This design comes from an exercise in tuning for small area, a short achievable clock period and few clock cycles on the open sky130 flow, not from production work. Function was checked by simulation only, so behaviour that the tests miss may differ from the original. Power is estimated from default activity; no workload was simulated.

## flow/design.v (module list and top-level ports; edited modules follow where they fit)
// module mul_unit: 1718 lines
module mul_unit
    (
        input logic clk,
        input logic rst,
        input logic [1:0] issue_fn3,
        input logic [31:0] rs1,
        input logic [31:0] rs2,
        input logic issue_new_request,
        input logic [3:0] issue_id,
        output logic issue_ready,
        input logic wb_ack,
        output logic wb_done,
        output logic [3:0] wb_id,
        output logic [31:0] wb_rd
    );
  // ...
==> flow/run.sh <==
#!/bin/bash
# synth_recipe.tcl (not shown) runs the flow's synth.tcl, then flattens the netlist and writes it again
# the make line also repeats each setting of config.mk as NAME=value (left out here)
make -C /OpenROAD-flow-scripts/flow DESIGN_CONFIG=/design/flow/config.mk WORK_HOME=/design/flow/orfs CLKGATE_MAP_FILE= SYNTH_SCRIPT=/design/flow/synth_recipe.tcl finish
==> flow/config.mk <==
export PLATFORM = sky130hd
export DESIGN_NAME = mul_unit
export DESIGN_NICKNAME = mul_unit
export VERILOG_FILES = /design/flow/design.v
export SDC_FILE = /design/flow/constraint.sdc
export NUM_CORES = 4
export LEC_CHECK = 0
export CAP_MARGIN = 20
export CORE_MARGIN = 2
export CORE_UTILIZATION = 40
export SLEW_MARGIN = 20
==> flow/constraint.sdc <==
create_clock -name core_clock -period 10.0 [get_ports {clk}]
set_input_delay 2.0000 -clock core_clock [delete_from_list [all_inputs] [get_ports {clk}]]
set_output_delay 2.0000 -clock core_clock [all_outputs]
set_load 0.01 [all_outputs]
==> run summary, run 1 <==
Hold Startpoint valid_r; net switching power 6.33 mW; capture point of the worst path cut_q[66]; fin cells 6343; Gate power share 0.819; Final non-clock buffer share 0.0410; syn nets 6140; outcome timing/DRC/antenna clean; HPWL after DPL 112 mm; endpoint class of the critical path register; WP data required 10.18 ns; fillcell total 10100; Layout Utilization 0.417; met2 usage 0.423; Critical Path Start rs2[24]; Switching Share 0.533; Syn Area/Cell 7.23 um^2; yosys warns 1; slowest stage delay, CP 1.01 ns; Comb power 9.73 mW; Die H 319 um; simple-gate area share of the yosys netlist 0.150; first-pass GRT wire length 232 mm; layout cells sized above 1 0.0445; CP startpoint kind input port; final wirelength 153 mm; DR iter-0 viols 6466; H-tree levels 4; WS Path Type in2reg; Die W 319 um; clock-pin slew on the worst setup and hold paths 0.06 ns; sequential cell area share 0.0971; gr usage total 0.294; crit path DAT 7.44 ns; FF-to-FF setup slack 7.70 ns; antenna cells 4; Sink Count 133
Testbench counts, summed over its fixed seeds: cycles 16,008.
==> run 2, diff against run 1 <==
--- a/flow/design.v
+++ b/flow/design.v
@@ -15,18 +15,18 @@
     );
     logic rs1_is_signed, rs2_is_signed, is_mulhx;
     logic [32:0] a;
     logic [33:0] b;
     logic advance;
     logic valid_r;
     logic mulh_r;
     logic [3:0] id_r;
-    logic [126:0] cut_d;
-    logic [126:0] cut_q;
+    logic [187:0] cut_d;
+    logic [187:0] cut_q;
     logic [63:0] sum_x, sum_y, product;
     logic one1, two2, pp3, pp4, pp5, pp6, pp7, pp8, pp9, pp10, pp11, pp12, pp13, pp14, pp15, pp16, pp17, pp18, pp19, pp20, pp21, pp22, pp23, pp24, pp25, pp26, pp27, pp28, pp29, pp30, pp31, pp32, pp33, pp34, pp35, pp36, one37, two38, pp39, pp40, pp41, pp42, pp43, pp44, pp45, pp46, pp47, pp48, pp49, pp50, pp51, pp52, pp53, pp54, pp55, pp56, pp57, pp58, pp59, pp60, pp61, pp62, pp63, pp64, pp65, pp66, pp67, pp68, pp69, pp70, pp71, pp72, one73, two74, pp75, pp76, pp77, pp78, pp79, pp80, pp81, pp82, pp83, pp84, pp85, pp86, pp87, pp88, pp89, pp90, pp91, pp92, pp93, pp94, pp95, pp96, pp97, pp98, pp99, pp100, pp101, pp102, pp103, pp104, pp105, pp106, pp107, pp108, one109, two110, pp111, pp112, pp113, pp114, pp115, pp116, pp117, pp118, pp119, pp120, pp121, pp122, pp123, pp124, pp125, pp126, pp127, pp128, pp129, pp130, pp131, pp132, pp133, pp134, pp135, pp136, pp137, pp138, pp139, pp140, pp141, pp142, pp143, pp144, one145, two146, pp147, pp148, pp149, pp150, pp151, pp152, pp153, pp154, pp155, pp156, pp157, pp158, pp159, pp160, pp161, pp162, pp163, pp164, pp165, pp166, pp167, pp168, pp169, pp170, pp171, pp172, pp173, pp174, pp175, pp176, pp177, pp178, pp179, pp180, one181, two182, pp183, pp184, pp185, pp186, pp187, pp188, pp189, pp190, pp191, pp192, pp193, pp194, pp195, pp196, pp197, pp198, pp199, pp200, pp201, pp202, pp203, pp204, pp205, pp206, pp207, pp208, pp209, pp210, pp211, pp212, pp213, pp214, pp215, pp216, one217, two218, pp219, pp220, pp221, pp222, pp223, pp224, pp225, pp226, pp227, pp228, pp229, pp230, pp231, pp232, pp233, pp234, pp235, pp236, pp237, pp238, pp239, pp240, pp241, pp242, pp243, pp244, pp245, pp246, pp247, pp248, pp249, pp250, pp251, pp252, one253, two254, pp255, pp256, pp257, pp258, pp259, pp260, pp261, pp262, pp263, pp264, pp265, pp266, pp267, pp268, pp269, pp270, pp271, pp272, pp273, pp274, pp275, pp276, pp277, pp278, pp279, pp280, pp281, pp282, pp283, pp284, pp285, pp286, pp287, pp288, one289, two290, pp291, pp292, pp293, pp294, pp295, pp296, pp297, pp298, pp299, pp300, pp301, pp302, pp303, pp304, pp305, pp306, pp307, pp308, pp309, pp310, pp311, pp312, pp313, pp314, pp315, pp316, pp317, pp318, pp319, pp320, pp321, pp322, pp323, pp324, one325, two326, pp327, pp328, pp329, pp330, pp331, pp332, pp333, pp334, pp335, pp336, pp337, pp338, pp339, pp340, pp341, pp342, pp343, pp344, pp345, pp346, pp347, pp348, pp349, pp350, pp351, pp352, pp353, pp354, pp355, pp356, pp357, pp358, pp359, pp360, one361, two362, pp363, pp364, pp365, pp366, pp367, pp368, pp369, pp370, pp371, pp372, pp373, pp374, pp375, pp376, pp377, pp378, pp379, pp380, pp381, pp382, pp383, pp384, pp385, pp386, pp387, pp388, pp389, pp390, pp391, pp392, pp393, pp394, pp395, pp396, one397, two398, pp399, pp400, pp401, pp402, pp403, pp404, pp405, pp406, pp407, pp408, pp409, pp410, pp411, pp412, pp413, pp414, pp415, pp416, pp417, pp418, pp419, pp420, pp421, pp422, pp423, pp424, pp425, pp426, pp427, pp428, pp429, pp430, pp431, pp432, one433, two434, pp435, pp436, pp437, pp438, pp439, pp440, pp441, pp442, pp443, pp444, pp445, pp446, pp447, pp448, pp449, pp450, pp451, pp452, pp453, pp454, pp455, pp456, pp457, pp458, pp459, pp460, pp461, pp462, pp463, pp464, pp465, pp466, pp467, pp468, one469, two470, pp471, pp472, pp473, pp474, pp475, pp476, pp477, pp478, pp479, pp480, pp481, pp482, pp483, pp484, pp485, pp486, pp487, pp488, pp489, pp490, pp491, pp492, pp493, pp494, pp495, pp496, pp497, pp498, pp499, pp500, pp501, pp502, pp503, pp504, one505, two506, pp507, pp508, pp509, pp510, pp511, pp512, pp513, pp514, pp515, pp516, pp517, pp518, pp519, pp520, pp521, pp522, pp523, pp524, pp525, pp526, pp527, pp528, pp529, pp530, pp531, pp532, pp533, pp534, pp535, pp536, pp537, pp538, pp539, pp540, one541, two542, pp543, pp544, pp545, pp546, pp547, pp548, pp549, pp550, pp551, pp552, pp553, pp554, pp555, pp556, pp557, pp558, pp559, pp560, pp561, pp562, pp563, pp564, pp565, pp566, pp567, pp568, pp569, pp570, pp571, pp572, pp573, pp574, pp575, pp576, one577, two578, pp579, pp580, pp581, pp582, pp583, pp584, pp585, pp586, pp587, pp588, pp589, pp590, pp591, pp592, pp593, pp594, pp595, pp596, pp597, pp598, pp599, pp600, pp601, pp602, pp603, pp604, pp605, pp606, pp607, pp608, pp609, pp610, s611, c612, s613, c614, s615, c616, s617, c618, s619, c620, s621, c622, s623, c624, s625, c626, s627, c628, s629, c630, s631, c632, s633, c634, s635, c636, s637, c638, s639, c640, s641, c642, s643, c644, s645, c646, s647, c648, s649, c650, s651, c652, s653, c654, s655, c656, s657, c658, s659, c660, s661, c662, s663, c664, s665, c666, s667, c668, s669, c670, s671, c672, s673, c674, s675, c676, s677, c678, s679, c680, s681, c682, s683, c684, s685, c686, s687, c688, s689, c690, s691, c692, s693, c694, s695, c696, s697, c698, s699, c700, s701, c702, s703, c704, s705, c706, s707, c708, s709, c710, s711, c712, s713, c714, s715, c716, s717, c718, s719, c720, s721, c722, s723, c724, s725, c726, s727, c728, s729, c730, s731, c732, s733, c734, s735, c736, s737, c738, s739, c740, s741, c742, s743, c744, s745, c746, s747, c748, s749, c750, s751, c752, s753, c754, s755, c756, s757, c758, s759, c760, s761, c762, s763, c764, s765, c766, s767, c768, s769, c770, s771, c772, s773, c774, s775, c776, s777, c778, s779, c780, s781, c782, s783, c784, s785, c786, s787, c788, s789, c790, s791, c792, s793, c794, s795, c796, s797, c798, s799, c800, s801, c802, s803, c804, s805, c806, s807, c808, s809, c810, s811, c812, s813, c814, s815, c816, s817, c818, s819, c820, s821, c822, s823, c824, s825, c826, s827, c828, s829, c830, s831, c832, s833, c834, s835, c836, s837, c838, s839, c840, s841, c842, s843, c844, s845, c846, s847, c848, s849, c850, s851, c852, s853, c854, s855, c856, s857, c858, s859, c860, s861, c862, s863, c864, s865, c866, s867, c868, s869, c870, s871, c872, s873, c874, s875, c876, s877, c878, s879, c880, s881, c882, s883, c884, s885, c886, s887, c888, s889, c890, s891, c892, s893, c894, s895, c896, s897, c898, s899, c900, s901, c902, s903, c904, s905, c906, s907, c908, s909, c910, s911, c912, s913, c914, s915, c916, s917, c918, s919, c920, s921, c922, s923, c924, s925, c926, s927, c928, s929, c930, s931, c932, s933, c934, s935, c936, s937, c938, s939, c940, s941, c942, s943, c944, s945, c946, s947, c948, s949, c950, s951, c952, s953, c954, s955, c956, s957, c958, s959, c960, s961, c962, s963, c964, s965, c966, s967, c968, s969, c970, s971, c972, s973, c974, s975, c976, s977, c978, s979, c980, s981, c982, s983, c984, s985, c986, s987, c988, s989, c990, s991, c992, s993, c994, s995, c996, s997, c998, s999, c1000, s1001, c1002, s1003, c1004, s1005, c1006, s1007, c1008, s1009, c1010, s1011, c1012, s1013, c1014, s1015, c1016, s1017, c1018, s1019, c1020, s1021, c1022, s1023, c1024, s1025, c1026, s1027, c1028, s1029, c1030, s1031, c1032, s1033, c1034, s1035, c1036, s1037, c1038, s1039, c1040, s1041, c1042, s1043, c1044, s1045, c1046, s1047, c1048, s1049, c1050, s1051, c1052, s1053, c1054, s1055, c1056, s1057, c1058, s1059, c1060, s1061, c1062, s1063, c1064, s1065, c1066, s1067, c1068, s1069, c1070, s1071, c1072, s1073, c1074, s1075, c1076, s1077, c1078, s1079, c1080, s1081, c1082, s1083, c1084, s1085, c1086, s1087, c1088, s1089, c1090, s1091, c1092, s1093, c1094, s1095, c1096, s1097, c1098, s1099, c1100, s1101, c1102, s1103, c1104, s1105, c1106, s1107, c1108, s1109, c1110, s1111, c1112, s1113, c1114, s1115, c1116, s1117, c1118, s1119, c1120, s1121, c1122, s1123, c1124, s1125, c1126, s1127, c1128, s1129, c1130, s1131, c1132, s1133, c1134, s1135, c1136, s1137, c1138, s1139, c1140, s1141, c1142, s1143, c1144, s1145, c1146, s1147, c1148, s1149, c1150, s1151, c1152, s1153, c1154, s1155, c1156, s1157, c1158, s1159, c1160, s1161, c1162, s1163, c1164, s1165, c1166, s1167, c1168, s1169, c1170, s1171, c1172, s1173, c1174, s1175, c1176, s1177, c1178, s1179, c1180, s1181, c1182, s1183, c1184, s1185, c1186, s1187, c1188, s1189, c1190, s1191, c1192, s1193, c1194, s1195, c1196, s1197, c1198, s1199, c1200, s1201, c1202, s1203, c1204, s1205, c1206, s1207, c1208, s1209, c1210, s1211, c1212, s1213, c1214, s1215, c1216, s1217, c1218, s1219, c1220, s1221, c1222, s1223, c1224, s1225, c1226, s1227, c1228, s1229, c1230, s1231, c1232, s1233, c1234, s1235, c1236, s1237, c1238, s1239, c1240, s1241, c1242, s1243, c1244, s1245, c1246, s1247, c1248, s1249, c1250, s1251, c1252, s1253, c1254, s1255, c1256, s1257, c1258, s1259, c1260, s1261, c1262, s1263, c1264, s1265, c1266, s1267, c1268, s1269, c1270, s1271, c1272, s1273, c1274, s1275, c1276, s1277, c1278, s1279, c1280, s1281, c1282, s1283, c1284, s1285, c1286, s1287, c1288, s1289, c1290, s1291, c1292, s1293, c1294, s1295, c1296, s1297, c1298, s1299, c1300, s1301, c1302, s1303, c1304, s1305, c1306, s1307, c1308, s1309, c1310, s1311, c1312, s1313, c1314, s1315, c1316, s1317, c1318, s1319, c1320, s1321, c1322, s1323, c1324, s1325, c1326, s1327, c1328, s1329, c1330, s1331, c1332, s1333, c1334, s1335, c1336, s1337, c1338, s1339, c1340, s1341, c1342, s1343, c1344, s1345, c1346, s1347, c1348, s1349, c1350, s1351, c1352, s1353, c1354, s1355, c1356, s1357, c1358, s1359, c1360, s1361, c1362, s1363, c1364, s1365, c1366, s1367, c1368, s1369, c1370, s1371, c1372, s1373, c1374, s1375, c1376, s1377, c1378, s1379, c1380, s1381, c1382, s1383, c1384, s1385, c1386, s1387, c1388, s1389, c1390, s1391, c1392, s1393, c1394, s1395, c1396, s1397, c1398, s1399, c1400, s1401, c1402, s1403, c1404, s1405, c1406, s1407, c1408, s1409, c1410, s1411, c1412, s1413, c1414, s1415, c1416, s1417, c1418, s1419, c1420, s1421, c1422, s1423, c1424, s1425, c1426, s1427, c1428, s1429, c1430, s1431, c1432, s1433, c1434, s1435, c1436, s1437, c1438, s1439, c1440, s1441, c1442, s1443, c1444, s1445, c1446, s1447, c1448, s1449, c1450, s1451, c1452, s1453, c1454, s1455, c1456, s1457, c1458, s1459, c1460, s1461, c1462, s1463, c1464, s1465, c1466, s1467, c1468, s1469, c1470, s1471, c1472, s1473, c1474, s1475, c1476, s1477, c1478, s1479, c1480, s1481, c1482, s1483, c1484, s1485, c1486, s1487, c1488, s1489, c1490, s1491, c1492, s1493, c1494, s1495, c1496, s1497, c1498, s1499, c1500, s1501, c1502, s1503, c1504, s1505, c1506, s1507, c1508, s1509, c1510, s1511, c1512, s1513, c1514, s1515, c1516, s1517, c1518, s1519, c1520, s1521, c1522, s1523, c1524, s1525, c1526, s1527, c1528, s1529, c1530, s1531, c1532, s1533, c1534, s1535, c1536, s1537, c1538, s1539, c1540, s1541, c1542, s1543, c1544, s1545, c1546, s1547, c1548, s1549, c1550, s1551, c1552, s1553, c1554, s1555, c1556, s1557, c1558, s1559, c1560, s1561, c1562, s1563, c1564, s1565, c1566, s1567, c1568, s1569, c1570, s1571, c1572, s1573, c1574, s1575, c1576, s1577, c1578, s1579, c1580, s1581, c1582, s1583, c1584, s1585, c1586, s1587, c1588, s1589, c1590, s1591, c1592, s1593, c1594, s1595, c1596, s1597, c1598, s1599, c1600, s1601, c1602, s1603, c1604, s1605, c1606, s1607, c1608, s1609, c1610, s1611, c1612, s1613, c1614, s1615, c1616, s1617, c1618, s1619, c1620, s1621, c1622, s1623, c1624, s1625, c1626, s1627, c1628, s1629, c1630, s1631, c1632, s1633, c1634, s1635, c1636, s1637, c1638, s1639, c1640, s1641, c1642, s1643, c1644, s1645, c1646, s1647, c1648, s1649, c1650, s1651, c1652, s1653, c1654, s1655, c1656, s1657, c1658, s1659, c1660, s1661, c1662, s1663, c1664;
     assign rs1_is_signed = (issue_fn3 == 2'b01) | (issue_fn3 == 2'b10);
     assign rs2_is_signed = (issue_fn3 == 2'b01);
     assign is_mulhx = (issue_fn3 != 2'b00);
     assign a = {rs1_is_signed & rs1[31], rs1};
     assign b = {{2{rs2_is_signed & rs2[31]}}, rs2};
     assign one1 = b[0] ^ 1'b0;
@@ -1564,143 +1564,143 @@
     assign s1533 = pp606 ^ c1418 ^ c1416;
     assign c1534 = (pp606 & c1418) | (pp606 & c1416) | (c1418 & c1416);
     assign s1535 = pp573 ^ pp607 ^ s1421;
     assign c1536 = (pp573 & pp607) | (pp573 & s1421) | (pp607 & s1421);
     assign s1537 = pp540 ^ pp574 ^ pp608;
     assign c1538 = (pp540 & pp574) | (pp540 & pp608) | (pp574 & pp608);
     assign s1539 = 1'b1 ^ pp575;
     assign c1540 = 1'b1 & pp575;
-    assign s1541 = b[3] ^ pp5;
-    assign c1542 = b[3] & pp5;
-    assign s1543 = pp6 ^ pp40;
-    assign c1544 = pp6 & pp40;
-    assign s1545 = pp41 ^ pp75 ^ s1423;
-    assign c1546 = (pp41 & pp75) | (pp41 & s1423) | (pp75 & s1423);
-    assign s1547 = pp76 ^ c1424 ^ s1425;
-    assign c1548 = (pp76 & c1424) | (pp76 & s1425) | (c1424 & s1425);
-    assign s1549 = c1426 ^ s1211 ^ s1427;
-    assign c1550 = (c1426 & s1211) | (c1426 & s1427) | (s1211 & s1427);
-    assign s1551 = s1213 ^ c1428 ^ s1429;
-    assign c1552 = (s1213 & c1428) | (s1213 & s1429) | (c1428 & s1429);
-    assign s1553 = s1215 ^ c1430 ^ s1431;
-    assign c1554 = (s1215 & c1430) | (s1215 & s1431) | (c1430 & s1431);
-    assign s1555 = s1219 ^ c1432 ^ s1433;
-    assign c1556 = (s1219 & c1432) | (s1219 & s1433) | (c1432 & s1433);
-    assign s1557 = s1225 ^ c1434 ^ s1435;
-    assign c1558 = (s1225 & c1434) | (s1225 & s1435) | (c1434 & s1435);
-    assign s1559 = s1229 ^ c1436 ^ s1437;
-    assign c1560 = (s1229 & c1436) | (s1229 & s1437) | (c1436 & s1437);
-    assign s1561 = s1233 ^ c1438 ^ s1439;
-    assign c1562 = (s1233 & c1438) | (s1233 & s1439) | (c1438 & s1439);
-    assign s1563 = s1237 ^ c1440 ^ s1441;
-    assign c1564 = (s1237 & c1440) | (s1237 & s1441) | (c1440 & s1441);
-    assign s1565 = s1241 ^ c1442 ^ s1443;
-    assign c1566 = (s1241 & c1442) | (s1241 & s1443) | (c1442 & s1443);
-    assign s1567 = s1245 ^ c1444 ^ s1445;
-    assign c1568 = (s1245 & c1444) | (s1245 & s1445) | (c1444 & s1445);
-    assign s1569 = s1249 ^ c1446 ^ s1447;
-    assign c1570 = (s1249 & c1446) | (s1249 & s1447) | (c1446 & s1447);
-    assign s1571 = s1253 ^ c1448 ^ s1449;
-    assign c1572 = (s1253 & c1448) | (s1253 & s1449) | (c1448 & s1449);
-    assign s1573 = s1257 ^ c1450 ^ s1451;
-    assign c1574 = (s1257 & c1450) | (s1257 & s1451) | (c1450 & s1451);
-    assign s1575 = s1261 ^ c1452 ^ s1453;
-    assign c1576 = (s1261 & c1452) | (s1261 & s1453) | (c1452 & s1453);
-    assign s1577 = s1265 ^ c1454 ^ s1455;
-    assign c1578 = (s1265 & c1454) | (s1265 & s1455) | (c1454 & s1455);
-    assign s1579 = s1269 ^ c1456 ^ s1457;
-    assign c1580 = (s1269 & c1456) | (s1269 & s1457) | (c1456 & s1457);
-    assign s1581 = s1273 ^ c1458 ^ s1459;
-    assign c1582 = (s1273 & c1458) | (s1273 & s1459) | (c1458 & s1459);
-    assign s1583 = s1277 ^ c1460 ^ s1461;
-    assign c1584 = (s1277 & c1460) | (s1277 & s1461) | (c1460 & s1461);
-    assign s1585 = s1281 ^ c1462 ^ s1463;
-    assign c1586 = (s1281 & c1462) | (s1281 & s1463) | (c1462 & s1463);
-    assign s1587 = s1285 ^ c1464 ^ s1465;
-    assign c1588 = (s1285 & c1464) | (s1285 & s1465) | (c1464 & s1465);
-    assign s1589 = s1289 ^ c1466 ^ s1467;
-    assign c1590 = (s1289 & c1466) | (s1289 & s1467) | (c1466 & s1467);
-    assign s1591 = s1293 ^ c1468 ^ s1469;
-    assign c1592 = (s1293 & c1468) | (s1293 & s1469) | (c1468 & s1469);
-    assign s1593 = s1297 ^ c1470 ^ s1471;
-    assign c1594 = (s1297 & c1470) | (s1297 & s1471) | (c1470 & s1471);
-    assign s1595 = s1301 ^ c1472 ^ s1473;
-    assign c1596 = (s1301 & c1472) | (s1301 & s1473) | (c1472 & s1473);
-    assign s1597 = s1305 ^ c1474 ^ s1475;
-    assign c1598 = (s1305 & c1474) | (s1305 & s1475) | (c1474 & s1475);
-    assign s1599 = s1309 ^ c1476 ^ s1477;
-    assign c1600 = (s1309 & c1476) | (s1309 & s1477) | (c1476 & s1477);
-    assign s1601 = s1313 ^ c1478 ^ s1479;
-    assign c1602 = (s1313 & c1478) | (s1313 & s1479) | (c1478 & s1479);
-    assign s1603 = s1317 ^ c1480 ^ s1481;
-    assign c1604 = (s1317 & c1480) | (s1317 & s1481) | (c1480 & s1481);
-    assign s1605 = s1321 ^ c1482 ^ s1483;
-    assign c1606 = (s1321 & c1482) | (s1321 & s1483) | (c1482 & s1483);
-    assign s1607 = s1325 ^ c1484 ^ s1485;
-    assign c1608 = (s1325 & c1484) | (s1325 & s1485) | (c1484 & s1485);
-    assign s1609 = s1329 ^ c1486 ^ s1487;
-    assign c1610 = (s1329 & c1486) | (s1329 & s1487) | (c1486 & s1487);
-    assign s1611 = s1333 ^ c1488 ^ s1489;
-    assign c1612 = (s1333 & c1488) | (s1333 & s1489) | (c1488 & s1489);
-    assign s1613 = s1337 ^ c1490 ^ s1491;
-    assign c1614 = (s1337 & c1490) | (s1337 & s1491) | (c1490 & s1491);
-    assign s1615 = s1341 ^ c1492 ^ s1493;
-    assign c1616 = (s1341 & c1492) | (s1341 & s1493) | (c1492 & s1493);
-    assign s1617 = s1345 ^ c1494 ^ s1495;
-    assign c1618 = (s1345 & c1494) | (s1345 & s1495) | (c1494 & s1495);
-    assign s1619 = s1349 ^ c1496 ^ s1497;
-    assign c1620 = (s1349 & c1496) | (s1349 & s1497) | (c1496 & s1497);
-    assign s1621 = c1350 ^ c1498 ^ s1499;
-    assign c1622 = (c1350 & c1498) | (c1350 & s1499) | (c1498 & s1499);
-    assign s1623 = s1357 ^ c1500 ^ s1501;
-    assign c1624 = (s1357 & c1500) | (s1357 & s1501) | (c1500 & s1501);
-    assign s1625 = c1358 ^ s1503 ^ c1502;
-    assign c1626 = (c1358 & s1503) | (c1358 & c1502) | (s1503 & c1502);
-    assign s1627 = c1362 ^ s1505 ^ c1504;
-    assign c1628 = (c1362 & s1505) | (c1362 & c1504) | (s1505 & c1504);
-    assign s1629 = s1369 ^ c1506 ^ s1507;
-    assign c1630 = (s1369 & c1506) | (s1369 & s1507) | (c1506 & s1507);
-    assign s1631 = s1373 ^ c1508 ^ s1509;
-    assign c1632 = (s1373 & c1508) | (s1373 & s1509) | (c1508 & s1509);
-    assign s1633 = s1377 ^ c1510 ^ s1511;
-    assign c1634 = (s1377 & c1510) | (s1377 & s1511) | (c1510 & s1511);
-    assign s1635 = s1381 ^ c1512 ^ s1513;
-    assign c1636 = (s1381 & c1512) | (s1381 & s1513) | (c1512 & s1513);
-    assign s1637 = s1385 ^ c1514 ^ s1515;
-    assign c1638 = (s1385 & c1514) | (s1385 & s1515) | (c1514 & s1515);
-    assign s1639 = s1389 ^ s1517 ^ c1516;
-    assign c1640 = (s1389 & s1517) | (s1389 & c1516) | (s1517 & c1516);
-    assign s1641 = c1390 ^ s1519 ^ c1518;
-    assign c1642 = (c1390 & s1519) | (c1390 & c1518) | (s1519 & c1518);
-    assign s1643 = c1394 ^ s1521 ^ c1520;
-    assign c1644 = (c1394 & s1521) | (c1394 & c1520) | (s1521 & c1520);
-    assign s1645 = s1401 ^ c1522 ^ s1523;
-    assign c1646 = (s1401 & c1522) | (s1401 & s1523) | (c1522 & s1523);
-    assign s1647 = s1405 ^ c1524 ^ s1525;
-    assign c1648 = (s1405 & c1524) | (s1405 & s1525) | (c1524 & s1525);
-    assign s1649 = s1409 ^ c1526 ^ s1527;
-    assign c1650 = (s1409 & c1526) | (s1409 & s1527) | (c1526 & s1527);
-    assign s1651 = c1410 ^ s1529 ^ c1528;
-    assign c1652 = (c1410 & s1529) | (c1410 & c1528) | (s1529 & c1528);
-    assign s1653 = c1414 ^ s1531 ^ c1530;
-    assign c1654 = (c1414 & s1531) | (c1414 & c1530) | (s1531 & c1530);
-    assign s1655 = s1419 ^ c1532 ^ s1533;
-    assign c1656 = (s1419 & c1532) | (s1419 & s1533) | (c1532 & s1533);
-    assign s1657 = c1420 ^ s1535 ^ c1534;
-    assign c1658 = (c1420 & s1535) | (c1420 & c1534) | (s1535 & c1534);
-    assign s1659 = c1422 ^ s1537 ^ c1536;
-    assign c1660 = (c1422 & s1537) | (c1422 & c1536) | (s1537 & c1536);
-    assign s1661 = pp609 ^ s1539 ^ c1538;
-    assign c1662 = (pp609 & s1539) | (pp609 & c1538) | (s1539 & c1538);
-    assign s1663 = pp576 ^ pp610 ^ c1540;
-    assign c1664 = (pp576 & pp610) | (pp576 & c1540) | (pp610 & c1540);
-    assign cut_d = {c1662, s1663, c1660, s1661, c1658, s1659, s1657, c1656, c1654, s1655, c1652, s1653, c1650, s1651, s1649, c1648, s1647, c1646, c1644, s1645, c1642, s1643, c1640, s1641, s1639, c1638, s1637, c1636, s1635, c1634, s1633, c1632, s1631, c1630, c1628, s1629, c1626, s1627, s1625, c1624, s1623, c1622, s1621, c1620, s1619, c1618, s1617, c1616, s1615, c1614, s1613, c1612, s1611, c1610, s1609, c1608, s1607, c1606, s1605, c1604, s1603, c1602, s1601, c1600, s1599, c1598, s1597, c1596, s1595, c1594, s1593, c1592, s1591, c1590, s1589, c1588, s1587, c1586, s1585, c1584, s1583, c1582, s1581, c1580, s1579, c1578, s1577, c1576, s1575, c1574, s1573, c1572, s1571, c1570, s1569, c1568, s1567, c1566, s1565, c1564, s1563, c1562, s1561, c1560, s1559, c1558, s1557, c1556, s1555, c1554, s1553, c1552, s1551, c1550, s1549, c1548, s1547, c1546, s1545, c1544, s1543, c1542, s1541, pp39, pp4, pp3, b[1]};
-    assign sum_x = {cut_q[125], cut_q[123], cut_q[121], cut_q[119], cut_q[117], cut_q[115], cut_q[113], cut_q[111], cut_q[109], cut_q[107], cut_q[105], cut_q[103], cut_q[101], cut_q[99], cut_q[97], cut_q[95], cut_q[93], cut_q[91], cut_q[89], cut_q[87], cut_q[85], cut_q[83], cut_q[81], cut_q[79], cut_q[77], cut_q[75], cut_q[73], cut_q[71], cut_q[69], cut_q[67], cut_q[65], cut_q[63], cut_q[61], cut_q[59], cut_q[57], cut_q[55], cut_q[53], cut_q[51], cut_q[49], cut_q[47], cut_q[45], cut_q[43], cut_q[41], cut_q[39], cut_q[37], cut_q[35], cut_q[33], cut_q[31], cut_q[29], cut_q[27], cut_q[25], cut_q[23], cut_q[21], cut_q[19], cut_q[17], cut_q[15], cut_q[13], cut_q[11], cut_q[9], cut_q[7], cut_q[5], cut_q[3], cut_q[2], cut_q[0]};
-    assign sum_y = {cut_q[126], cut_q[124], cut_q[122], cut_q[120], cut_q[118], cut_q[116], cut_q[114], cut_q[112], cut_q[110], cut_q[108], cut_q[106], cut_q[104], cut_q[102], cut_q[100], cut_q[98], cut_q[96], cut_q[94], cut_q[92], cut_q[90], cut_q[88], cut_q[86], cut_q[84], cut_q[82], cut_q[80], cut_q[78], cut_q[76], cut_q[74], cut_q[72], cut_q[70], cut_q[68], cut_q[66], cut_q[64], cut_q[62], cut_q[60], cut_q[58], cut_q[56], cut_q[54], cut_q[52], cut_q[50], cut_q[48], cut_q[46], cut_q[44], cut_q[42], cut_q[40], cut_q[38], cut_q[36], cut_q[34], cut_q[32], cut_q[30], cut_q[28], cut_q[26], cut_q[24], cut_q[22], cut_q[20], cut_q[18], cut_q[16], cut_q[14], cut_q[12], cut_q[10], cut_q[8], cut_q[6], cut_q[4], 1'b0, cut_q[1]};
+    assign cut_d = {c1540, pp610, pp576, c1538, s1539, pp609, c1536, s1537, c1422, c1534, s1535, c1420, s1533, c1532, s1419, c1530, s1531, c1414, c1528, s1529, c1410, s1527, c1526, s1409, s1525, c1524, s1405, s1523, c1522, s1401, c1520, s1521, c1394, c1518, s1519, c1390, c1516, s1517, s1389, s1515, c1514, s1385, s1513, c1512, s1381, s1511, c1510, s1377, s1509, c1508, s1373, s1507, c1506, s1369, c1504, s1505, c1362, c1502, s1503, c1358, s1501, c1500, s1357, s1499, c1498, c1350, s1497, c1496, s1349, s1495, c1494, s1345, s1493, c1492, s1341, s1491, c1490, s1337, s1489, c1488, s1333, s1487, c1486, s1329, s1485, c1484, s1325, s1483, c1482, s1321, s1481, c1480, s1317, s1479, c1478, s1313, s1477, c1476, s1309, s1475, c1474, s1305, s1473, c1472, s1301, s1471, c1470, s1297, s1469, c1468, s1293, s1467, c1466, s1289, s1465, c1464, s1285, s1463, c1462, s1281, s1461, c1460, s1277, s1459, c1458, s1273, s1457, c1456, s1269, s1455, c1454, s1265, s1453, c1452, s1261, s1451, c1450, s1257, s1449, c1448, s1253, s1447, c1446, s1249, s1445, c1444, s1245, s1443, c1442, s1241, s1441, c1440, s1237, s1439, c1438, s1233, s1437, c1436, s1229, s1435, c1434, s1225, s1433, c1432, s1219, s1431, c1430, s1215, s1429, c1428, s1213, s1427, s1211, c1426, s1425, c1424, pp76, s1423, pp75, pp41, pp40, pp6, pp39, pp5, b[3], pp4, pp3, b[1]};
+    assign s1541 = cut_q[3] ^ cut_q[4];
+    assign c1542 = cut_q[3] & cut_q[4];
+    assign s1543 = cut_q[6] ^ cut_q[7];
+    assign c1544 = cut_q[6] & cut_q[7];
+    assign s1545 = cut_q[8] ^ cut_q[9] ^ cut_q[10];
+    assign c1546 = (cut_q[8] & cut_q[9]) | (cut_q[8] & cut_q[10]) | (cut_q[9] & cut_q[10]);
+    assign s1547 = cut_q[11] ^ cut_q[12] ^ cut_q[13];
+    assign c1548 = (cut_q[11] & cut_q[12]) | (cut_q[11] & cut_q[13]) | (cut_q[12] & cut_q[13]);
+    assign s1549 = cut_q[14] ^ cut_q[15] ^ cut_q[16];
+    assign c1550 = (cut_q[14] & cut_q[15]) | (cut_q[14] & cut_q[16]) | (cut_q[15] & cut_q[16]);
+    assign s1551 = cut_q[17] ^ cut_q[18] ^ cut_q[19];
+    assign c1552 = (cut_q[17] & cut_q[18]) | (cut_q[17] & cut_q[19]) | (cut_q[18] & cut_q[19]);
+    assign s1553 = cut_q[20] ^ cut_q[21] ^ cut_q[22];
+    assign c1554 = (cut_q[20] & cut_q[21]) | (cut_q[20] & cut_q[22]) | (cut_q[21] & cut_q[22]);
+    assign s1555 = cut_q[23] ^ cut_q[24] ^ cut_q[25];
+    assign c1556 = (cut_q[23] & cut_q[24]) | (cut_q[23] & cut_q[25]) | (cut_q[24] & cut_q[25]);
+    assign s1557 = cut_q[26] ^ cut_q[27] ^ cut_q[28];
+    assign c1558 = (cut_q[26] & cut_q[27]) | (cut_q[26] & cut_q[28]) | (cut_q[27] & cut_q[28]);
+    assign s1559 = cut_q[29] ^ cut_q[30] ^ cut_q[31];
+    assign c1560 = (cut_q[29] & cut_q[30]) | (cut_q[29] & cut_q[31]) | (cut_q[30] & cut_q[31]);
+    assign s1561 = cut_q[32] ^ cut_q[33] ^ cut_q[34];
+    assign c1562 = (cut_q[32] & cut_q[33]) | (cut_q[32] & cut_q[34]) | (cut_q[33] & cut_q[34]);
+    assign s1563 = cut_q[35] ^ cut_q[36] ^ cut_q[37];
+    assign c1564 = (cut_q[35] & cut_q[36]) | (cut_q[35] & cut_q[37]) | (cut_q[36] & cut_q[37]);
+    assign s1565 = cut_q[38] ^ cut_q[39] ^ cut_q[40];
+    assign c1566 = (cut_q[38] & cut_q[39]) | (cut_q[38] & cut_q[40]) | (cut_q[39] & cut_q[40]);
+    assign s1567 = cut_q[41] ^ cut_q[42] ^ cut_q[43];
+    assign c1568 = (cut_q[41] & cut_q[42]) | (cut_q[41] & cut_q[43]) | (cut_q[42] & cut_q[43]);
+    assign s1569 = cut_q[44] ^ cut_q[45] ^ cut_q[46];
+    assign c1570 = (cut_q[44] & cut_q[45]) | (cut_q[44] & cut_q[46]) | (cut_q[45] & cut_q[46]);
+    assign s1571 = cut_q[47] ^ cut_q[48] ^ cut_q[49];
+    assign c1572 = (cut_q[47] & cut_q[48]) | (cut_q[47] & cut_q[49]) | (cut_q[48] & cut_q[49]);
+    assign s1573 = cut_q[50] ^ cut_q[51] ^ cut_q[52];
+    assign c1574 = (cut_q[50] & cut_q[51]) | (cut_q[50] & cut_q[52]) | (cut_q[51] & cut_q[52]);
+    assign s1575 = cut_q[53] ^ cut_q[54] ^ cut_q[55];
+    assign c1576 = (cut_q[53] & cut_q[54]) | (cut_q[53] & cut_q[55]) | (cut_q[54] & cut_q[55]);
+    assign s1577 = cut_q[56] ^ cut_q[57] ^ cut_q[58];
+    assign c1578 = (cut_q[56] & cut_q[57]) | (cut_q[56] & cut_q[58]) | (cut_q[57] & cut_q[58]);
+    assign s1579 = cut_q[59] ^ cut_q[60] ^ cut_q[61];
+    assign c1580 = (cut_q[59] & cut_q[60]) | (cut_q[59] & cut_q[61]) | (cut_q[60] & cut_q[61]);
+    assign s1581 = cut_q[62] ^ cut_q[63] ^ cut_q[64];
+    assign c1582 = (cut_q[62] & cut_q[63]) | (cut_q[62] & cut_q[64]) | (cut_q[63] & cut_q[64]);
+    assign s1583 = cut_q[65] ^ cut_q[66] ^ cut_q[67];
+    assign c1584 = (cut_q[65] & cut_q[66]) | (cut_q[65] & cut_q[67]) | (cut_q[66] & cut_q[67]);
+    assign s1585 = cut_q[68] ^ cut_q[69] ^ cut_q[70];
+    assign c1586 = (cut_q[68] & cut_q[69]) | (cut_q[68] & cut_q[70]) | (cut_q[69] & cut_q[70]);
+    assign s1587 = cut_q[71] ^ cut_q[72] ^ cut_q[73];
+    assign c1588 = (cut_q[71] & cut_q[72]) | (cut_q[71] & cut_q[73]) | (cut_q[72] & cut_q[73]);
+    assign s1589 = cut_q[74] ^ cut_q[75] ^ cut_q[76];
+    assign c1590 = (cut_q[74] & cut_q[75]) | (cut_q[74] & cut_q[76]) | (cut_q[75] & cut_q[76]);
+    assign s1591 = cut_q[77] ^ cut_q[78] ^ cut_q[79];
+    assign c1592 = (cut_q[77] & cut_q[78]) | (cut_q[77] & cut_q[79]) | (cut_q[78] & cut_q[79]);
+    assign s1593 = cut_q[80] ^ cut_q[81] ^ cut_q[82];
+    assign c1594 = (cut_q[80] & cut_q[81]) | (cut_q[80] & cut_q[82]) | (cut_q[81] & cut_q[82]);
+    assign s1595 = cut_q[83] ^ cut_q[84] ^ cut_q[85];
+    assign c1596 = (cut_q[83] & cut_q[84]) | (cut_q[83] & cut_q[85]) | (cut_q[84] & cut_q[85]);
+    assign s1597 = cut_q[86] ^ cut_q[87] ^ cut_q[88];
+    assign c1598 = (cut_q[86] & cut_q[87]) | (cut_q[86] & cut_q[88]) | (cut_q[87] & cut_q[88]);
+    assign s1599 = cut_q[89] ^ cut_q[90] ^ cut_q[91];
+    assign c1600 = (cut_q[89] & cut_q[90]) | (cut_q[89] & cut_q[91]) | (cut_q[90] & cut_q[91]);
+    assign s1601 = cut_q[92] ^ cut_q[93] ^ cut_q[94];
+    assign c1602 = (cut_q[92] & cut_q[93]) | (cut_q[92] & cut_q[94]) | (cut_q[93] & cut_q[94]);
+    assign s1603 = cut_q[95] ^ cut_q[96] ^ cut_q[97];
+    assign c1604 = (cut_q[95] & cut_q[96]) | (cut_q[95] & cut_q[97]) | (cut_q[96] & cut_q[97]);
+    assign s1605 = cut_q[98] ^ cut_q[99] ^ cut_q[100];
+    assign c1606 = (cut_q[98] & cut_q[99]) | (cut_q[98] & cut_q[100]) | (cut_q[99] & cut_q[100]);
+    assign s1607 = cut_q[101] ^ cut_q[102] ^ cut_q[103];
+    assign c1608 = (cut_q[101] & cut_q[102]) | (cut_q[101] & cut_q[103]) | (cut_q[102] & cut_q[103]);
+    assign s1609 = cut_q[104] ^ cut_q[105] ^ cut_q[106];
+    assign c1610 = (cut_q[104] & cut_q[105]) | (cut_q[104] & cut_q[106]) | (cut_q[105] & cut_q[106]);
+    assign s1611 = cut_q[107] ^ cut_q[108] ^ cut_q[109];
+    assign c1612 = (cut_q[107] & cut_q[108]) | (cut_q[107] & cut_q[109]) | (cut_q[108] & cut_q[109]);
+    assign s1613 = cut_q[110] ^ cut_q[111] ^ cut_q[112];
+    assign c1614 = (cut_q[110] & cut_q[111]) | (cut_q[110] & cut_q[112]) | (cut_q[111] & cut_q[112]);
+    assign s1615 = cut_q[113] ^ cut_q[114] ^ cut_q[115];
+    assign c1616 = (cut_q[113] & cut_q[114]) | (cut_q[113] & cut_q[115]) | (cut_q[114] & cut_q[115]);
+    assign s1617 = cut_q[116] ^ cut_q[117] ^ cut_q[118];
+    assign c1618 = (cut_q[116] & cut_q[117]) | (cut_q[116] & cut_q[118]) | (cut_q[117] & cut_q[118]);
+    assign s1619 = cut_q[119] ^ cut_q[120] ^ cut_q[121];
+    assign c1620 = (cut_q[119] & cut_q[120]) | (cut_q[119] & cut_q[121]) | (cut_q[120] & cut_q[121]);
+    assign s1621 = cut_q[122] ^ cut_q[123] ^ cut_q[124];
+    assign c1622 = (cut_q[122] & cut_q[123]) | (cut_q[122] & cut_q[124]) | (cut_q[123] & cut_q[124]);
+    assign s1623 = cut_q[125] ^ cut_q[126] ^ cut_q[127];
+    assign c1624 = (cut_q[125] & cut_q[126]) | (cut_q[125] & cut_q[127]) | (cut_q[126] & cut_q[127]);
+    assign s1625 = cut_q[128] ^ cut_q[129] ^ cut_q[130];
+    assign c1626 = (cut_q[128] & cut_q[129]) | (cut_q[128] & cut_q[130]) | (cut_q[129] & cut_q[130]);
+    assign s1627 = cut_q[131] ^ cut_q[132] ^ cut_q[133];
+    assign c1628 = (cut_q[131] & cut_q[132]) | (cut_q[131] & cut_q[133]) | (cut_q[132] & cut_q[133]);
+    assign s1629 = cut_q[134] ^ cut_q[135] ^ cut_q[136];
+    assign c1630 = (cut_q[134] & cut_q[135]) | (cut_q[134] & cut_q[136]) | (cut_q[135] & cut_q[136]);
+    assign s1631 = cut_q[137] ^ cut_q[138] ^ cut_q[139];
+    assign c1632 = (cut_q[137] & cut_q[138]) | (cut_q[137] & cut_q[139]) | (cut_q[138] & cut_q[139]);
+    assign s1633 = cut_q[140] ^ cut_q[141] ^ cut_q[142];
+    assign c1634 = (cut_q[140] & cut_q[141]) | (cut_q[140] & cut_q[142]) | (cut_q[141] & cut_q[142]);
+    assign s1635 = cut_q[143] ^ cut_q[144] ^ cut_q[145];
+    assign c1636 = (cut_q[143] & cut_q[144]) | (cut_q[143] & cut_q[145]) | (cut_q[144] & cut_q[145]);
+    assign s1637 = cut_q[146] ^ cut_q[147] ^ cut_q[148];
+    assign c1638 = (cut_q[146] & cut_q[147]) | (cut_q[146] & cut_q[148]) | (cut_q[147] & cut_q[148]);
+    assign s1639 = cut_q[149] ^ cut_q[150] ^ cut_q[151];
+    assign c1640 = (cut_q[149] & cut_q[150]) | (cut_q[149] & cut_q[151]) | (cut_q[150] & cut_q[151]);
+    assign s1641 = cut_q[152] ^ cut_q[153] ^ cut_q[154];
+    assign c1642 = (cut_q[152] & cut_q[153]) | (cut_q[152] & cut_q[154]) | (cut_q[153] & cut_q[154]);
+    assign s1643 = cut_q[155] ^ cut_q[156] ^ cut_q[157];
+    assign c1644 = (cut_q[155] & cut_q[156]) | (cut_q[155] & cut_q[157]) | (cut_q[156] & cut_q[157]);
+    assign s1645 = cut_q[158] ^ cut_q[159] ^ cut_q[160];
+    assign c1646 = (cut_q[158] & cut_q[159]) | (cut_q[158] & cut_q[160]) | (cut_q[159] & cut_q[160]);
+    assign s1647 = cut_q[161] ^ cut_q[162] ^ cut_q[163];
+    assign c1648 = (cut_q[161] & cut_q[162]) | (cut_q[161] & cut_q[163]) | (cut_q[162] & cut_q[163]);
+    assign s1649 = cut_q[164] ^ cut_q[165] ^ cut_q[166];
+    assign c1650 = (cut_q[164] & cut_q[165]) | (cut_q[164] & cut_q[166]) | (cut_q[165] & cut_q[166]);
+    assign s1651 = cut_q[167] ^ cut_q[168] ^ cut_q[169];
+    assign c1652 = (cut_q[167] & cut_q[168]) | (cut_q[167] & cut_q[169]) | (cut_q[168] & cut_q[169]);
+    assign s1653 = cut_q[170] ^ cut_q[171] ^ cut_q[172];
+    assign c1654 = (cut_q[170] & cut_q[171]) | (cut_q[170] & cut_q[172]) | (cut_q[171] & cut_q[172]);
+    assign s1655 = cut_q[173] ^ cut_q[174] ^ cut_q[175];
+    assign c1656 = (cut_q[173] & cut_q[174]) | (cut_q[173] & cut_q[175]) | (cut_q[174] & cut_q[175]);
+    assign s1657 = cut_q[176] ^ cut_q[177] ^ cut_q[178];
+    assign c1658 = (cut_q[176] & cut_q[177]) | (cut_q[176] & cut_q[178]) | (cut_q[177] & cut_q[178]);
+    assign s1659 = cut_q[179] ^ cut_q[180] ^ cut_q[181];
+    assign c1660 = (cut_q[179] & cut_q[180]) | (cut_q[179] & cut_q[181]) | (cut_q[180] & cut_q[181]);
+    assign s1661 = cut_q[182] ^ cut_q[183] ^ cut_q[184];
+    assign c1662 = (cut_q[182] & cut_q[183]) | (cut_q[182] & cut_q[184]) | (cut_q[183] & cut_q[184]);
+    assign s1663 = cut_q[185] ^ cut_q[186] ^ cut_q[187];
+    assign c1664 = (cut_q[185] & cut_q[186]) | (cut_q[185] & cut_q[187]) | (cut_q[186] & cut_q[187]);
+    assign sum_x = {c1662, c1660, c1658, c1656, c1654, c1652, c1650, c1648, c1646, c1644, c1642, c1640, c1638, c1636, c1634, c1632, c1630, c1628, c1626, c1624, c1622, c1620, c1618, c1616, c1614, c1612, c1610, c1608, c1606, c1604, c1602, c1600, c1598, c1596, c1594, c1592, c1590, c1588, c1586, c1584, c1582, c1580, c1578, c1576, c1574, c1572, c1570, c1568, c1566, c1564, c1562, c1560, c1558, c1556, c1554, c1552, c1550, c1548, c1546, c1544, c1542, cut_q[5], cut_q[2], cut_q[0]};
+    assign sum_y = {s1663, s1661, s1659, s1657, s1655, s1653, s1651, s1649, s1647, s1645, s1643, s1641, s1639, s1637, s1635, s1633, s1631, s1629, s1627, s1625, s1623, s1621, s1619, s1617, s1615, s1613, s1611, s1609, s1607, s1605, s1603, s1601, s1599, s1597, s1595, s1593, s1591, s1589, s1587, s1585, s1583, s1581, s1579, s1577, s1575, s1573, s1571, s1569, s1567, s1565, s1563, s1561, s1559, s1557, s1555, s1553, s1551, s1549, s1547, s1545, s1543, s1541, 1'b0, cut_q[1]};
     assign advance = ~valid_r | wb_ack;
     assign issue_ready = advance;
     always_ff @ (posedge clk) begin
         if (advance) begin
             cut_q <= cut_d;
             mulh_r <= is_mulhx;
             id_r <= issue_id;
         end
==> run summary, run 2 <==
die area 0.110 mm^2 (was 0.102 mm^2); crit path DAT 5.10 ns (was 7.44 ns); register bit total from synthesis 194 (was 133); DR iter-0 viols 6267 (was 6466); Critical Path Fanout Max 7 (was 23); met3 Resource Use GR 0.0686 (was 0.0683); slowest stage delay, CP 0.62 ns (was 1.01 ns); max reg flops 188 (was 127); CP Buf/Inv Count 1 (was 5); antenna cells 0 (was 4); Antenna Nets Post-Route 0 (unchanged); vias in the first global route 36500 (was 35400); TritonCTS clock tree built (unchanged); IO buf count 111 (unchanged); CORE AREA 0.106 mm^2 (was 0.0983 mm^2); Clock Latency Late Sink 0.47 ns (was 0.44 ns); Area Overhead vs Synth 3.06% (was 3.51%); met2 usage 0.438 (was 0.423); Initial Util 0.404 (was 0.403); WS Path Type reg2out (was in2reg); Num CTS Buffers 17 (unchanged); outcome timing/DRC/antenna clean (unchanged); Syn Area/Cell 7.64 um^2 (was 7.23 um^2); number of synthesized flops with an enable pin 193 (was 132); Tcrit/Tclk final 0.710 (was 0.727); post-synth top area cell fa_1 (unchanged); vias per cell 6.34 (was 6.29); drt first pass iters 7 (unchanged); global route overflow 0 (unchanged); unrepaired setup endpoints after global routing no (unchanged); cell family with most CP delay compound AO/OA/AOI/OAI gates (was adder cells); final setup fails 0 (unchanged); busiest grt layer met2 (was met1); first-pass GRT wire length 247 mm (was 232 mm); Gates resized, CTS repair 0 (unchanged); HP Class reg2reg (unchanged); Max Clk Rate 141 MHz (was 138 MHz); cell depth of the worst min-delay path 2 (unchanged); crit-path cells fa_1 -> ha_1 -> a21oi_1 -> o21ai_0 -> a311oi_1 -> o21ai_1 -> o21ai_1 -> o2bb2ai_1 -> nor2_1 -> o311ai_0 -> clkdlybuf4s50_1 (was clkdlybuf4s50_1 -> inv_1 -> nor2_1 -> buf_4 -> nand2_1 -> a21oi_1 -> nor2_1 -> a221oi_1 -> ha_1 -> fa_1 -> fa_1 -> fa_1 -> inv_1 -> fa_1 -> inv_1 -> fa_1); Post-Syn Instances 5593 (was 5480); Die H 331 um (was 319 um); # hold bufs at CTS 0 (unchanged); CP most frequent cell o21ai_1 (was fa_1); Post-CTS Setup Bufs 0 (unchanged); ys async rst share 0 (unchanged); Die W 331 um (was 319 um); CP startpoint kind register (was input port); Main synth FF type edfxtp_1 (unchanged); layout cells sized above 1 0.0439 (was 0.0445); yosys warns 1 (unchanged); top-count cell post-synth nand2_1 (unchanged); HPWL after DPL 123 mm (was 112 mm); post-DR wirelength/cell 25.6 um (was 24.2 um); Power Dens Cells 350 mW/mm^2 (was 290 mW/mm^2); routability cong. 0.978 (was 0.945); # rows 119 (was 115); sequential area share after synthesis 0.136 (was 0.101); largest net degree at the start of global routing 106 (was 116); endpoint class of the critical path output port (was register); Worst Max-Slew Pin Slew 1.16 ns (was 1.11 ns); Setup TNS 0 ns (unchanged); max-capacitance violation count 0 (unchanged); Crit-path slowest cell clkdlybuf4s50_1 (unchanged); Netlist cell types 79 (was 69); I/O pin count 112 (unchanged); WP data required 8.00 ns (was 10.18 ns); Worst Reg2Reg Path Length in Cells 3 (was 2); antenna violations before repair 3 (was 6); root buf cell clkbuf_16 (unchanged); clock-pin slew on the worst setup and hold paths 0.07 ns (was 0.06 ns); Slew Limit Fails 0 (unchanged); biggest regs cut_q: 188 flops, id_r: 4 flops (was cut_q: 127 flops, id_r: 4 flops); Final Skew 0.0219 ns (was 0.00983 ns); Final Critical Period 7.10 ns (was 7.27 ns); deepest clock path buffer count 2 (unchanged); Sink Count 194 (was 133); final wirelength 167 mm (was 153 mm); most common cell after layout, fill and taps aside nand2_1 (unchanged); DRC viols 0 (unchanged); top cell types by occurrence after synthesis nand2_1 (854), clkbuf_1 (559), a21oi_1 (534) (was nand2_1 (749), a21oi_1 (579), inv_1 (549)); Synth Cell Area 0.0427 mm^2 (was 0.0396 mm^2); syn nets 6253 (was 6140); DR vias 41400 (was 39900); Max IR drop VDD 230 uV (was 222 uV); Yosys top cell area share 0.220 (was 0.237); H-tree levels 4 (unchanged); gr usage total 0.299 (was 0.294); Leak 17.0 nW (was 16.5 nW); final hold violation count 0 (unchanged); synth top area cells fa_1 (22%), edfxtp_1 (14%), nand2_1 (7.5%) (was fa_1 (24%), edfxtp_1 (10%), a21oi_1 (7.3%)); commonest non-fill, non-tap cells in the layout nand2_1 (854), a21oi_1 (534), inv_1 (471) (was nand2_1 (748), a21oi_1 (579), inv_1 (549)); routing usage on met1 0.437 (was 0.435); normalized max-slew margin 0.228 (was 0.258); Biggest register cut_q (unchanged); Power, Total 15.4 mW (was 11.9 mW); NumNets Final 5791 (was 5699); fillcell total 10700 (was 10100); WP depth 11 (was 16)
## run 2: per-layer routing
| metal | wire length, um | vias to the layer above |
|---|---|---|
| li1 | - | 18600 |
| met3 | 20100 | 189 |
| met4 | 5350 | 2 |
| met5 | 12 | - |
| met1 | 70700 | 20300 |
| met2 | 71400 | 2343 |
## run 2: area by class of cell
class | count | area, um^2 | area share
Clock buffer | 18 | 429 | 0.00974
Tap cell | 1391 | 1740 | 0.0395
Clock inverter | 14 | 128 | 0.00290
Timing Repair Buffer | 221 | 1710 | 0.0387
Inverter | 478 | 1790 | 0.0407
Multi-Input combinational cell | 4219 | 32400 | 0.736
Sequential cell | 194 | 5820 | 0.132
## run 2: cells by family after synthesis
group	after synthesis	synth area share
and+or+nand+nor	1511	0.154
muxes	7	0.00173
xor gates and xnor gates	74	0.0152
buffers and inverters	1180	0.106
AOI/OAI and AO/OA	1809	0.279
adders and majority gates	818	0.308
DFF	194	0.136
## run 2: worst min-delay path: stages, from the launching register on
cell,delay (ns)
dfxtp_1,0.33
nand2b_4,0.69
a21oi_1,0.14
## run 2: final timing paths
check,to,startpoint,slack (ns)
setup / recovery,wb_rd[25],cut_q[38],2.90
hold / removal,valid_r,valid_r,1.21
setup reg to reg,cut_q[169],valid_r,6.97
hold reg to reg,valid_r,valid_r,1.21
## run 2: where the power goes
| group | leakage (nW) | total, mW | switching (mW) | internal, mW |
|---|---|---|---|---|
| Sequential | 2.02 | 1.80 | 0.222 | 1.58 |
| Clock | 0.273 | 0.677 | 0.349 | 0.328 |
| Combinational | 14.7 | 13.0 | 8.13 | 4.83 |
## run 2: through the flow
stage | hold WS (ns) | utilization | area, um^2 | instances | setup slack, ns
2_1_floorplan | 2.07 | - | 42700 | 5593 | 1.28
3_3_place_gp | 1.23 | 0.411 | 43500 | 6502 | 2.63
3_5_place_dp | 1.24 | 0.411 | 43500 | 6502 | 2.54
4_1_cts | 1.25 | 0.417 | 44000 | 6534 | 2.89
5_1_grt | 1.31 | 0.417 | 44100 | 6535 | 2.60
6_report | 1.21 | 0.417 | 44100 | 6535 | 2.90
Testbench counts of run 2, summed over its fixed seeds: cycles 16,008.

## re-timing with driven ports
No port has a modelled driver above. Below, the same layouts with a new extraction and two added sets of constraints.
Step 1 assumes that a clkbuf_16 drives the clock port and a buf_2 every other input.
Step 2 also shifts input and output timing later by t, the mid clock arrival at the registers, as if the neighbouring blocks saw the same clock.
Slacks: ideal / step 1 / step 2; pairs: ideal / step 1.
run | t, ns | setup slack, ns | latest minus earliest clock arrival (ns) | worst register clock-pin slew, ns | worst slew at a driven data input, ns
run 1 | 0.493 | 2.733 / 2.766 / 2.273 | 0.014 / 0.015 | 0.07 / 0.07 | 0.10
run 2 | 0.513 | 2.899 / 2.844 / 2.421 | 0.026 / 0.026 | 0.10 / 0.10 | 0.08
After both steps setup and hold are still met in every run listed. For run 2, which loses most, drivers alone change the setup slack by -0.055 ns; drivers and shift together by -0.478 ns.
